Source: an optimization exercise on an open RTL-to-GDS flow (aim: small area). Production flows keep margins and buffers that such runs may drop.
Where RTL was checked, it was by simulation tests only, not by an equivalence proof against the original.
The flow treats the clock pin as an ideal source. Dropping or thinning the clock tree relies on that and would not hold on a real chip.
No activity file was given, so power comes from the tool's default toggle rates.

==> ember: inputs <==
==> flow/design.v <==
module baud (
    input clk,
    input rst,
    input [1:0] baud_fix,
    output clk_out1,
    output clk_out2
);
  reg [13:0] lfsr1;
  reg [13:0] lfsr1_end;    
  reg [13:0] lfsr1_care;   
  always @* begin
    case (baud_fix)
      2'b00: begin lfsr1_end = 14'b00100000110001; lfsr1_care = 14'b10110111111111; end   
      2'b01: begin lfsr1_end = 14'b00101000010001; lfsr1_care = 14'b10101111011111; end   
      2'b10: begin lfsr1_end = 14'b00100000100000; lfsr1_care = 14'b10100101111110; end   
      default: begin lfsr1_end = 14'b00100000000000; lfsr1_care = 14'b10100101011110; end   
    endcase
  end
  assign clk_out1 = ~|((lfsr1 ^ lfsr1_end) & lfsr1_care);
  always @(posedge clk) begin
    if (rst)        lfsr1 <= 14'd447;
    else if (clk_out1) lfsr1 <= 14'd895;
    else            lfsr1 <= {lfsr1[12:0], ~(lfsr1[13] ^ lfsr1[1] ^ lfsr1[6] ^ lfsr1[8])};
  end
  reg [9:0] lfsr2;
  reg [9:0] lfsr2_end;    
  reg [9:0] lfsr2_care;   
  always @* begin
    case (baud_fix)
      2'b00: begin lfsr2_end = 10'b0010010010; lfsr2_care = 10'b1111111010; end   
      2'b01: begin lfsr2_end = 10'b1110000010; lfsr2_care = 10'b1111011010; end   
      2'b10: begin lfsr2_end = 10'b0110000000; lfsr2_care = 10'b1111001000; end   
      default: begin lfsr2_end = 10'b0110000010; lfsr2_care = 10'b1111000010; end   
    endcase
  end
  assign clk_out2 = ~|((lfsr2 ^ lfsr2_end) & lfsr2_care);
  always @(posedge clk) begin
    if (rst)        lfsr2 <= 10'd0;
    else if (clk_out2) lfsr2 <= 10'd1;
    else            lfsr2 <= {lfsr2[8:0], ~(lfsr2[9] ^ lfsr2[2])};
  end
endmodule
module tx (
    input clk,
    input rst,
    input clk_out1,
    input [7:0] data_in,
    input sbtn,
    output tx
);
  localparam [3:0] IDLE = 4'b0000, START = 4'b0001, SBIT = 4'b0010;
  reg [7:0] shift_reg;
  reg [3:0] state;
  wire [2:0] q_next = {state[1:0], state[2] ^ state[0] ^ (state[1:0] == 2'b00)};
  always @(posedge clk) begin
    if (state == IDLE)
      shift_reg <= {data_in[3], data_in[4], data_in[5], data_in[7],
                    data_in[2], data_in[6], data_in[1], data_in[0]};
  end
  always @(posedge clk or posedge rst) begin
    if (rst) state <= IDLE;
    else if (state[3]) begin
      if (clk_out1) state <= (state[2:0] == 3'b100) ? IDLE : {1'b1, q_next};
    end else case (state)
      IDLE:  if (sbtn) state <= START;
      START: if (clk_out1 & ~sbtn) state <= SBIT;
      SBIT:  if (clk_out1) state <= 4'b1000;
      default: state <= IDLE;
    endcase
  end
  assign tx = state[3] ? shift_reg[state[2:0]] : ~state[1];
endmodule
module rx (
    input clk,
    input clk_out2,
    input rx,
    input rst,
    output reg [7:0] data_out
);
  reg [3:0] lo;
  reg [3:0] hi;
  reg [7:0] shift;
  wire lo_mid  = (lo == 4'd10);                  
  wire lo_wrap = (lo == 4'd8);                   
  wire hi_0    = ~hi[0] & ~hi[2];                
  wire hi_9    = hi[3] & ~hi[2] & ~hi[1];        
  wire check   = hi_0 & (lo_mid | (lo == 4'd0));
  wire stop    = hi_9 & lo_mid;
  wire [3:0] lo_next = {lo[2:0], lo[3] ^ lo[2] ^ (lo[2:0] == 3'd0)};
  wire [3:0] hi_next = {hi[2:0], ~(hi[3] ^ hi[2])};
  always @(posedge clk) begin
    if (rst) begin
      lo <= 4'd0;
      hi <= 4'd0;
    end else if (clk_out2) begin
      if ((check & rx) | stop) begin
        lo <= 4'd0;
        hi <= 4'd0;
      end else begin
        lo <= lo_next;
        if (lo_wrap) hi <= hi_next;
      end
    end
  end
  always @(posedge clk) begin
    if (clk_out2 & lo_mid) shift <= {rx, shift[7:1]};
  end
  always @(posedge clk or posedge rst) begin
    if (rst) data_out <= 8'd0;
    else if (clk_out2 & stop & rx) data_out <= shift;
  end
endmodule
module top (
    input clk,
    input rst,
    input [1:0] baud_fix,
    input [7:0] data_in,
    input sbtn,
    input rx_pin,
    input loopback_en,
    output tx,
    output [7:0] data_out
);
  wire clk_out1;
  wire clk_out2;
  wire rx_int = loopback_en ? tx : rx_pin;
  tx inst1 (.clk(clk), .rst(rst), .clk_out1(clk_out1), .data_in(data_in),
            .sbtn(sbtn), .tx(tx));
  rx inst2 (.clk(clk), .rst(rst), .clk_out2(clk_out2), .rx(rx_int),
            .data_out(data_out));
  baud inst3 (.clk(clk), .rst(rst), .baud_fix(baud_fix),
              .clk_out1(clk_out1), .clk_out2(clk_out2));
endmodule
==> flow/flow/run.sh <==
#!/bin/bash
# Own layout flow: the standard ORFS flow (standard.sh) with
#  - synthesis: the standard flow's script, but abc maps with an area-oriented script,
#  - port buffers: sky130_fd_sc_hd__buf_1,
#  - clock: a few hand-placed clock buffers instead of TritonCTS's tree.
# make's full output goes to flow_make.log here; each ORFS step also keeps
# its own log under orfs/logs/.
set -euo pipefail
F="$(cd "$(dirname "$0")" && pwd)"
cd "$F/.."
bash standard.sh \
  SYNTH_SCRIPT="$F/synth.tcl" \
  BUFFER_PORTS_ARGS="-buffer_cell sky130_fd_sc_hd__buf_1" \
  PRE_CTS_TCL="$F/cts_pre.tcl" \
  MANUAL_CLKBUF_COUNT=2 MANUAL_CLKBUF_CELL=sky130_fd_sc_hd__clkbuf_16 \
  finish > flow_make.log 2>&1
==> flow/flow/abc_min1.script <==
strash
&get -n
&deepsyn -T 20 -S 3
&put
dch -f
amap
topo
==> flow/flow/abc_min2.script <==
strash
&get -n
&deepsyn -T 20 -S 3
&put
amap
topo
==> flow/flow/abc_min3.script <==
strash
&get -n
&deepsyn -T 20 -S 1
&put
dch -f
amap
topo
==> flow/flow/abc_min4.script <==
strash
&get -n
&deepsyn -T 20 -S 1
&put
amap
topo
==> flow/flow/clkbuf.tcl <==
# Drive the clock's register pins through CLKBUF_K buffers of type CLKBUF_CELL,
# one per cluster of registers (k-means on their positions), each placed
# at its cluster's centre; the clock port then drives only those buffers.
proc my_manual_clock_buffers {k cell} {
  set block [ord::get_db_block]
  set master [[ord::get_db] findMaster $cell]
  set clk [$block findNet clk]
  set pts {}
  set iterms {}
  foreach iterm [$clk getITerms] {
    set bb [[$iterm getInst] getBBox]
    lappend pts [list [expr {([$bb xMin] + [$bb xMax]) / 2.0}] [expr {([$bb yMin] + [$bb yMax]) / 2.0}]]
    lappend iterms $iterm
  }
  set n [llength $pts]
  # initial centres: spread along sorted x+y order
  set order [lsort -real -indices [lmap p $pts {expr {[lindex $p 0] + [lindex $p 1]}}]]
  set cs {}
  for {set j 0} {$j < $k} {incr j} {
    lappend cs [lindex $pts [lindex $order [expr {int(($j + 0.5) * $n / $k)}]]]
  }
  for {set it 0} {$it < 50} {incr it} {
    set asg {}
    foreach p $pts {
      set best 0; set bd 1e30
      for {set j 0} {$j < $k} {incr j} {
        set c [lindex $cs $j]
        set d [expr {abs([lindex $p 0] - [lindex $c 0]) + abs([lindex $p 1] - [lindex $c 1])}]
        if {$d < $bd} { set bd $d; set best $j }
      }
      lappend asg $best
    }
    set ncs {}
    for {set j 0} {$j < $k} {incr j} {
      set sx 0.0; set sy 0.0; set m 0
      foreach p $pts a $asg { if {$a == $j} { set sx [expr {$sx + [lindex $p 0]}]; set sy [expr {$sy + [lindex $p 1]}]; incr m } }
      if {$m > 0} { lappend ncs [list [expr {$sx / $m}] [expr {$sy / $m}]] } else { lappend ncs [lindex $cs $j] }
    }
    set cs $ncs
  }
  for {set j 0} {$j < $k} {incr j} {
    set inst [odb::dbInst_create $block $master clkbuf_manual_$j]
    set net [odb::dbNet_create $block clknet_manual_$j]
    $net setSigType CLOCK
    foreach iterm $iterms a $asg { if {$a == $j} { $iterm disconnect; $iterm connect $net } }
    [$inst findITerm A] connect $clk
    [$inst findITerm X] connect $net
    set c [lindex $cs $j]
    $inst setLocation [expr {int([lindex $c 0])}] [expr {int([lindex $c 1])}]
    $inst setPlacementStatus PLACED
  }
}
==> flow/flow/cts_pre.tcl <==
# Clock tree: instead of TritonCTS's H-tree, the clock port drives a few
# buffers, each feeding one cluster of registers (see clkbuf.tcl).
source [file join [file dirname [info script]] clkbuf.tcl]
my_manual_clock_buffers $::env(MANUAL_CLKBUF_COUNT) $::env(MANUAL_CLKBUF_CELL)
rename clock_tree_synthesis ""
proc clock_tree_synthesis {args} { puts "clock_tree_synthesis skipped: clock buffers placed by hand" }
==> flow/flow/synth.tcl <==
# The standard flow's synthesis script, with abc's mapping script replaced: abc maps
# the logic once with each area-oriented script abc_min*.script beside this
# file, and the smallest result is kept.
proc synth {args} { yosys synth -nofsm -noshare {*}$args }
set ::my_abc_scripts [lsort [glob [file join [file dirname [info script]] abc_min*.script]]]
proc my_area {} {
  set libargs {}
  foreach lib $::env(LIB_FILES) { lappend libargs -liberty $lib }
  set s [tee -q -s result.string stat {*}$libargs]
  if {[regexp {Chip area for module[^:]*:\s*([0-9.]+)} $s -> a]} { return $a }
  return 1e30
}
proc abc {args} {
  set i [lsearch -exact $args -script]
  yosys design -save my_pre_abc
  set best 1e30
  foreach sc $::my_abc_scripts {
    yosys design -load my_pre_abc
    lset args [expr {$i + 1}] $sc
    if {[catch {yosys abc {*}$args} err]} {
      puts "abc script [file tail $sc] failed: $err"
      continue
    }
    set a [my_area]
    puts "abc script [file tail $sc]: area $a"
    if {$a < $best} { set best $a; yosys design -save my_best_abc }
  }
  if {$best >= 1e30} { error "no abc script succeeded" }
  yosys design -load my_best_abc
  puts "abc: kept area $best"
}
source $::env(SCRIPTS_DIR)/synth.tcl
# left out here: clear keep_hierarchy, flatten, clean up, hide names made inside functions, write 1_2_yosys.v
==> flow/standard.sh <==
#!/bin/bash
# synth_recipe.tcl (not shown) runs the flow's synth.tcl, then flattens the netlist and writes it again
# the make line also repeats each setting of config.mk as NAME=value (left out here)
make -C /OpenROAD-flow-scripts/flow DESIGN_CONFIG=/design/flow/config.mk WORK_HOME=/design/flow/orfs CLKGATE_MAP_FILE= SYNTH_SCRIPT=/design/flow/synth_recipe.tcl "${@:-finish}"
==> flow/config.mk <==
export PLATFORM = sky130hd
export DESIGN_NAME = top
export DESIGN_NICKNAME = top
export VERILOG_FILES = /design/flow/design.v
export SDC_FILE = /design/flow/constraint.sdc
export NUM_CORES = 4
export LEC_CHECK = 0
export CAP_MARGIN = 20
export CORE_MARGIN = 2
export CORE_UTILIZATION = 85
export SLEW_MARGIN = 20
==> flow/constraint.sdc <==
create_clock -name core_clock -period 10.0 [get_ports {clk}]
set_input_delay 2.0000 -clock core_clock [delete_from_list [all_inputs] [get_ports {clk}]]
set_output_delay 2.0000 -clock core_clock [all_outputs]
set_load 0.01 [all_outputs]
==> xenon: changes against ember <==
--- a/flow/flow/run.sh
+++ b/flow/flow/run.sh
@@ -13,4 +13,4 @@
   BUFFER_PORTS_ARGS="-buffer_cell sky130_fd_sc_hd__buf_1" \
   PRE_CTS_TCL="$F/cts_pre.tcl" \
-  MANUAL_CLKBUF_COUNT=2 MANUAL_CLKBUF_CELL=sky130_fd_sc_hd__clkbuf_16 \
+  MANUAL_CLKBUF_COUNT=4 MANUAL_CLKBUF_CELL=sky130_fd_sc_hd__clkbuf_8 \
   finish > flow_make.log 2>&1
==> flow/flow/abc_min_1.script (new file) <==
strash
&get -n
&deepsyn -T 60 -S 1
&put
dch -f
amap
topo
==> flow/flow/abc_min_2.script (new file) <==
strash
&get -n
&deepsyn -T 60 -S 2
&put
dch -f
amap
topo
==> flow/flow/abc_min_3.script (new file) <==
strash
&get -n
&deepsyn -T 60 -S 3
&put
dch -f
amap
topo
==> flow/flow/abc_min_4.script (new file) <==
strash
&get -n
&deepsyn -T 60 -S 4
&put
dch -f
amap
topo
==> flow/flow/abc_min_5.script (new file) <==
strash
&get -n
&deepsyn -T 60 -S 5
&put
dch -f
amap
topo
==> flow/flow/abc_min_6.script (new file) <==
strash
&get -n
&deepsyn -T 60 -S 6
&put
dch -f
amap
topo
Settings changed: CORE_UTILIZATION 85 to 65.
removed: flow/flow/abc_min1.script
removed: flow/flow/abc_min2.script
removed: flow/flow/abc_min3.script
removed: flow/flow/abc_min4.script
==> pepper: changes against ember <==
==> flow/design.v, changed modules only <==
module baud (
    input clk,
    input rst,
    input [1:0] baud_fix,
    output clk_out1,
    output clk_out2
);
  reg [13:0] lfsr1;
  reg [13:0] lfsr1_end;
  always @* begin
    case (baud_fix)
      2'b00: lfsr1_end = 14'd2097;
      2'b01: lfsr1_end = 14'd7697;
      2'b10: lfsr1_end = 14'd3616;
      default: lfsr1_end = 14'd7168;
    endcase
  end
  assign clk_out1 = (lfsr1 == lfsr1_end);
  always @(posedge clk) begin
    if (rst)        lfsr1 <= 14'd447;
    else if (clk_out1) lfsr1 <= 14'd895;
    else            lfsr1 <= {lfsr1[12:0], ~(lfsr1[13] ^ lfsr1[1] ^ lfsr1[6] ^ lfsr1[8])};
  end
  reg [9:0] lfsr2;
  reg [9:0] lfsr2_end;
  always @* begin
    case (baud_fix)
      2'b00: lfsr2_end = 10'd850;
      2'b01: lfsr2_end = 10'd840;
      2'b10: lfsr2_end = 10'd338;
      default: lfsr2_end = 10'd268;
    endcase
  end
  assign clk_out2 = (lfsr2 == lfsr2_end);
  always @(posedge clk) begin
    if (rst)        lfsr2 <= 10'd5;
    else if (clk_out2) lfsr2 <= 10'd11;
    else            lfsr2 <= {lfsr2[8:0], (lfsr2[9] ^ lfsr2[2])};
  end
endmodule
module tx (
    input clk,
    input rst,
    input clk_out1,
    input [7:0] data_in,
    input sbtn,
    output reg tx
);
  reg [7:0] shift_reg;
  reg [2:0] bitpos;
  reg [1:0] state;
  always @(posedge clk) begin
    if (state == 2'b00) shift_reg <= data_in;
  end
  always @(posedge clk) begin
    if (rst) begin
      state  <= 2'b00;
      bitpos <= 3'd0;
    end else begin
      case (state)
        2'b00: if (sbtn) state <= 2'b01;
        2'b01: if (clk_out1 & ~sbtn) state <= 2'b10;
        2'b10: if (clk_out1) begin
                 bitpos <= bitpos + 3'd1;
                 if (bitpos == 3'd7) state <= 2'b11;
               end
        2'b11: if (clk_out1) state <= 2'b00;
      endcase
    end
  end
  always @(posedge clk or posedge rst) begin
    if (rst) tx <= 1'b1;
    else if (clk_out1)
      case (state)
        2'b01: tx <= sbtn;
        2'b10: tx <= shift_reg[bitpos];
        default: tx <= 1'b1;
      endcase
  end
endmodule
module rx (
    input clk,
    input clk_out2,
    input rx,
    input rst,
    output reg [7:0] data_out
);
  reg [7:0] cnt;
  reg [7:0] shift;
  wire check = (cnt[7:4] == 4'd0) & (cnt[2:0] == 3'd0);
  wire stop  = cnt[7] & cnt[4] & cnt[3];
  wire samp  = (cnt[3:0] == 4'd8);
  always @(posedge clk) begin
    if (rst) cnt <= 8'd0;
    else if (clk_out2) begin
      if ((check & rx) | stop) cnt <= 8'd0;
      else                     cnt <= cnt + 8'd1;
    end
  end
  always @(posedge clk) begin
    if (clk_out2 & samp) shift <= {rx, shift[7:1]};
  end
  always @(posedge clk or posedge rst) begin
    if (rst) data_out <= 8'd0;
    else if (clk_out2 & stop & rx) data_out <= shift;
  end
endmodule
--- a/flow/flow/run.sh
+++ b/flow/flow/run.sh
@@ -13,4 +13,4 @@
   BUFFER_PORTS_ARGS="-buffer_cell sky130_fd_sc_hd__buf_1" \
   PRE_CTS_TCL="$F/cts_pre.tcl" \
-  MANUAL_CLKBUF_COUNT=2 MANUAL_CLKBUF_CELL=sky130_fd_sc_hd__clkbuf_16 \
+  MANUAL_CLKBUF_COUNT=4 MANUAL_CLKBUF_CELL=sky130_fd_sc_hd__clkbuf_8 \
   finish > flow_make.log 2>&1
==> flow/flow/abc_min.script (new file) <==
strash
&get -n
&deepsyn -T 30
&put
dch -f
amap
topo
==> flow/flow/synth.tcl (replaced) <==
# The standard flow's synthesis script, with abc's mapping script replaced by the
# area-oriented one in abc_min.script beside this file.
proc synth {args} { yosys synth -nofsm -noshare {*}$args }
set ::my_abc_script [file join [file dirname [info script]] abc_min.script]
if {[info exists ::env(ABC_SCRIPT_OVERRIDE)]} { set ::my_abc_script $::env(ABC_SCRIPT_OVERRIDE) }
proc abc {args} {
  set i [lsearch -exact $args -script]
  if {$i >= 0} { lset args [expr {$i + 1}] $::my_abc_script }
  yosys abc {*}$args
}
source $::env(SCRIPTS_DIR)/synth.tcl
# left out here: clear keep_hierarchy, flatten, clean up, hide names made inside functions, write 1_2_yosys.v
Settings changed: CORE_UTILIZATION 85 to 40.
removed: flow/flow/abc_min1.script
removed: flow/flow/abc_min2.script
removed: flow/flow/abc_min3.script
removed: flow/flow/abc_min4.script
==> notes <==
xenon finished with timing, DRC and antenna clean. pepper finished with timing, DRC and antenna clean. ember never finished: it broke off in 4_1_cts with DPL-0033. Against xenon, the sequential share of layout area of pepper is lower by 5.5 points. In xenon the first-iteration DRC count is larger than in pepper, by 32%. Between pepper and xenon, the lower clock skew is in pepper (gap 0.015 ns). In xenon the via count is smaller than in pepper, by 6.8%. In xenon the die area is smaller than in pepper, by 43%. Of xenon and pepper, pepper has the higher synthesized area (gap about 10%, measured against pepper). Against xenon, the fmax of pepper is smaller by about 0.9%. In xenon the register-to-register slack is worse than in pepper, by 0.38 ns. Combinational power: xenon is smaller than pepper (77%). In pepper the final cell count is larger than in xenon, by about 23%.
For pepper, only the layout was checked, not whether the RTL still works. In xenon and pepper the design's own scripts or RTL, not TritonCTS, make the clock network.

## port drivers added, routing unchanged
Ports are ideal in the flow. The routed layouts listed here were re-timed in OpenROAD.
Step 1: set_driving_cell puts a clkbuf_16 on clk and a buf_2 on each other input, an assumption about the parent block.
Step 2 times the ports against the registers' clock, not the clock port: input delays grow and output delays shrink by t, the midpoint of the rising clock arrivals with the driver on.
a / b / c = ideal / step 1 / step 2; a / b = the first two.
| run | t, ns | setup slack, ns | worst setup path at the end | worst data-port slew with drivers (ns) |
|---|---|---|---|---|
| xenon | 0.195 | 5.471 / 5.497 / 5.302 | input to register | 0.03 |
| pepper | 0.207 | 5.429 / 5.462 / 5.256 | input to register | 0.03 |
After both steps setup and hold are still met in every run listed. The setup slack of pepper, which loses most, moves by +0.033 ns with the drivers and by -0.173 ns with both steps.
